Context: an optimization exercise on an open-source flow, tuned for small area and a short achievable clock period. The choices shown serve that exercise and are no tape-out recipe. Function was checked by simulation only, so behaviour that the tests miss may differ from the original. Power figures rest on the tool's default switching activity, not on a simulated workload.

## job 3716
// add1
module add1(
	input clk,
	input operation,
	input [15:0] x,y,
	output [15:0] z,
	input [2:0]counter
	);
Settings: LEC_CHECK=0, CAP_MARGIN=20, CORE_MARGIN=2, CORE_UTILIZATION=40, PLACE_DENSITY=0.6, SETUP_SLACK_MARGIN=3.0, SLEW_MARGIN=20; clock period 8.5 ns.
standard.sh (not shown) runs the stock make flow with config.mk's settings and CLKGATE_MAP_FILE= SYNTH_SCRIPT=/design/flow/synth_recipe.tcl, a recipe that flattens the netlist after the stock synthesis.
==> flow/flow/run.sh <==
#!/bin/bash
# Own layout flow: the standard ORFS flow (standard.sh) with these changes:
#  - synthesis is synth_recipe.tcl with ORFS synth.tcl patched by flow/patch_synth.py:
#    the RTL's full adder module add1_fa becomes the library full adder cell, no other
#    adder extraction, modules kept apart until after ABC (synth_recipe.tcl flattens them
#    at the end), and ABC maps add1_mcpa (the multiplier's final adder) with
#    flow/abc_fast.script and the rest with flow/abc.script;
#  - ports are buffered with sky130_fd_sc_hd__buf_1.
# The registers and their names are those of the standard synthesis.
# Each tool's output goes to a log in this folder (and ORFS's own logs under orfs/logs).
set -euo pipefail
W=$PWD
python3 flow/patch_synth.py "$FLOW_HOME/scripts/synth.tcl" "$W/flow_synth_mod.tcl" > patch.log 2>&1
sed "s#source \$::env(SCRIPTS_DIR)/synth.tcl#source $W/flow_synth_mod.tcl#" synth_recipe.tcl > flow_synth.tcl
grep -q "flow_synth_mod.tcl" flow_synth.tcl
export MY_ABC_SCRIPT=$W/flow/abc.script
export MY_ABC_SCRIPT_FAST=$W/flow/abc_fast.script
export MY_FAST_MODULES=add1_mcpa
bash standard.sh SYNTH_SCRIPT=$W/flow_synth.tcl synth > flow_synth.log 2>&1
bash standard.sh SYNTH_SCRIPT=$W/flow_synth.tcl "BUFFER_PORTS_ARGS=-buffer_cell sky130_fd_sc_hd__buf_1" finish > flow_layout.log 2>&1
test -f out/final.def
Other scripts of this flow, unchanged in this note and not shown: flow/flow/abc.script, flow/flow/abc_fast.script, flow/flow/patch_synth.py
Job 3716 | stages: all done | timing, DRC, antenna: all pass
For job 5680, these inputs were changed with respect to job 3716:
Settings: SETUP_SLACK_MARGIN now 1.5, was 3.0; CORE_UTILIZATION now 60, was 40; PLACE_DENSITY now 0.75, was 0.6.
Results
Against job 3716, job 5680 reports a number of instances resized during post-cts repair that is lower. Diff job 3716 and job 5680: fraction of standard cell area that is sequential higher in job 5680. Looking at met1 routed wirelength after detailed routing, job 5680 sits below job 3716. Re multi-input gate share of the layout cell area: job 5680 is 6.6 points up on job 3716. Comparing job 5680 against job 3716, there is no change at all in post-synthesis average cell area.

add1, a different RTL version from the one above (not shown whole).
Size in the first run: roughly 16 flip-flops, about 53 I/O pins, about 0.0064 sq mm of cells after synthesis.
==> flow/config.mk <==
export PLATFORM = sky130hd
export DESIGN_NAME = add1
export DESIGN_NICKNAME = add1
export VERILOG_FILES = /design/flow/design.v
export SDC_FILE = /design/flow/constraint.sdc
export NUM_CORES = 4
export LEC_CHECK = 0
export CAP_MARGIN = 20
export CORE_MARGIN = 2
export CORE_UTILIZATION = 60
export PLACE_DENSITY = 0.75
export SETUP_SLACK_MARGIN = 2.0
export SLEW_MARGIN = 20
==> flow/constraint.sdc <==
create_clock -name core_clock -period 8.5 [get_ports {clk}]
set_input_delay 1.7000 -clock core_clock [delete_from_list [all_inputs] [get_ports {clk}]]
set_output_delay 1.7000 -clock core_clock [all_outputs]
set_load 0.01 [all_outputs]
==> flow/flow/run.sh <==
#!/bin/bash
# Own layout flow: the standard ORFS flow (standard.sh) with these changes:
#  - synthesis is synth_recipe.tcl with ORFS synth.tcl patched by flow/patch_synth.py:
#    the RTL's full adder module add1_fa becomes the library full adder cell, no other
#    adder extraction, modules kept apart until after ABC (synth_recipe.tcl flattens them
#    at the end), and ABC maps add1_mcpa (the multiplier's final adder) with
#    flow/abc_fast.script and the rest with flow/abc.script;
#  - ports are buffered with sky130_fd_sc_hd__buf_1.
# The registers and their names are those of the standard synthesis.
# Each tool's output goes to a log in this folder (and ORFS's own logs under orfs/logs).
set -euo pipefail
W=$PWD
python3 flow/patch_synth.py "$FLOW_HOME/scripts/synth.tcl" "$W/flow_synth_mod.tcl" > patch.log 2>&1
sed "s#source \$::env(SCRIPTS_DIR)/synth.tcl#source $W/flow_synth_mod.tcl#" synth_recipe.tcl > flow_synth.tcl
grep -q "flow_synth_mod.tcl" flow_synth.tcl
export MY_ABC_SCRIPT=$W/flow/abc.script
export MY_ABC_SCRIPT_FAST=$W/flow/abc_fast.script
export MY_FAST_MODULES=add1_mcpa
bash standard.sh SYNTH_SCRIPT=$W/flow_synth.tcl synth > flow_synth.log 2>&1
bash standard.sh SYNTH_SCRIPT=$W/flow_synth.tcl "BUFFER_PORTS_ARGS=-buffer_cell sky130_fd_sc_hd__buf_1" SKIP_INCREMENTAL_REPAIR=1 finish > flow_layout.log 2>&1
test -f out/final.def
==> flow/flow/abc.script <==
strash
dch
map -D 4500
buffer -c
topo
stime -c
upsize -c
dnsize -c
Other scripts of this flow, unchanged in this note and not shown: flow/flow/abc_fast.script, flow/flow/patch_synth.py
The first run produced a clean layout.
Edit:
--- a/flow/flow/run.sh
+++ b/flow/flow/run.sh
@@ -8,3 +8 @@
-#  - ports are buffered with sky130_fd_sc_hd__buf_1.
-# The registers and their names are those of the standard synthesis.
-# Each tool's output goes to a log in this folder (and ORFS's own logs under orfs/logs).
+#  - ports are buffered with sky130_fd_sc_hd__buf_1;
==> flow/flow/abc.script (replaced) <==
strash
dch
map -D 3000
buffer -c
topo
stime -c
upsize -c
dnsize -c
Settings changed: CORE_UTILIZATION 60 to 55, PLACE_DENSITY 0.75 to 0.7.
Effect: Total power decreases by 2.7%. Worst setup slack improved by 0.042 ns. Critical path depth decreases by 18. Routed wire length came out higher by 3.4%. Sequential share of layout area hardly moves.
Edit:
--- a/flow/flow/run.sh
+++ b/flow/flow/run.sh
@@ -8 +8,3 @@
-#  - ports are buffered with sky130_fd_sc_hd__buf_1;
+#  - ports are buffered with sky130_fd_sc_hd__buf_1.
+# The registers and their names are those of the standard synthesis.
+# Each tool's output goes to a log in this folder (and ORFS's own logs under orfs/logs).
==> flow/flow/abc.script (replaced) <==
strash
dch
map -D 4500
buffer -c
topo
stime -c
upsize -c
dnsize -c
Settings changed: CORE_UTILIZATION 55 to 60, PLACE_DENSITY 0.7 to 0.75, SETUP_SLACK_MARGIN 2.0 to 2.5.
=> The new run ran to the end with no violations. Critical path depth rose by 16. Via count increases by 6.7%. Power grows by 12%. Fmax rose by 0.32%. Cell area is higher by about 9%. Clock-buffer cell count is unchanged. Wire length increases by 9.5%.
Edit:
==> flow/flow/abc.script (replaced) <==
strash
dch
map -D 3500
buffer -c
topo
stime -c
upsize -c
dnsize -c
Settings changed: CORE_UTILIZATION 60 to 65, PLACE_DENSITY 0.75 to 0.8, SETUP_SLACK_MARGIN 2.5 to 2.0.
The new run passed the timing, DRC and antenna checks.
Via count went down by 6.6%.
Utilization went down by 2.5 points.
Maximum frequency went down by about 0.66%.
Routed wire length went down by 14%.
Cell count went down by 4.6%.
Sequential power hardly moves.
Design area went down by about 9%.
Setup slack got worse by 0.043 ns.

## port drivers added, routing unchanged
The results above use ideal ports. As a check the final layouts listed here were re-extracted and re-timed, cells and wires unchanged. Step 1, drivers: a clkbuf_16 drives clk and a buf_2 each remaining input, both assumed. Step 2, shift: input delay + t, output delay - t, t = (earliest + latest rising clock arrival at the registers) / 2. This alone moves slack from input paths to output paths. Three values: ideal, step 1, step 2; two values: the first two.
| run | shift t [ns] | setup WS [ns] | worst setup path after step 2 | worst register clock-pin slew, ns |
|---|---|---|---|---|
| job 3716 | 0.271 | 2.463 / 2.382 / 2.111 | input to register | 0.05 / 0.05 |
| job 5680 | 0.258 | 1.922 / 1.915 / 1.657 | input to register | 0.06 / 0.06 |
| the first run of note 2 | 0.272 | 1.903 / 1.875 / 1.603 | input to register | 0.07 / 0.07 |
| the second run of note 2 | 0.268 | 1.946 / 1.946 / 1.678 | input to register | 0.05 / 0.05 |
| the third run of note 2 | 0.272 | 1.967 / 1.951 / 1.679 | input to register | 0.06 / 0.06 |
| the fourth run of note 2 | 0.268 | 1.924 / 1.926 / 1.658 | input to register | 0.06 / 0.06 |
After both steps setup and hold are still met in every run listed. The setup slack of job 3716, which loses most, moves by -0.081 ns with the drivers and by -0.352 ns with both steps.
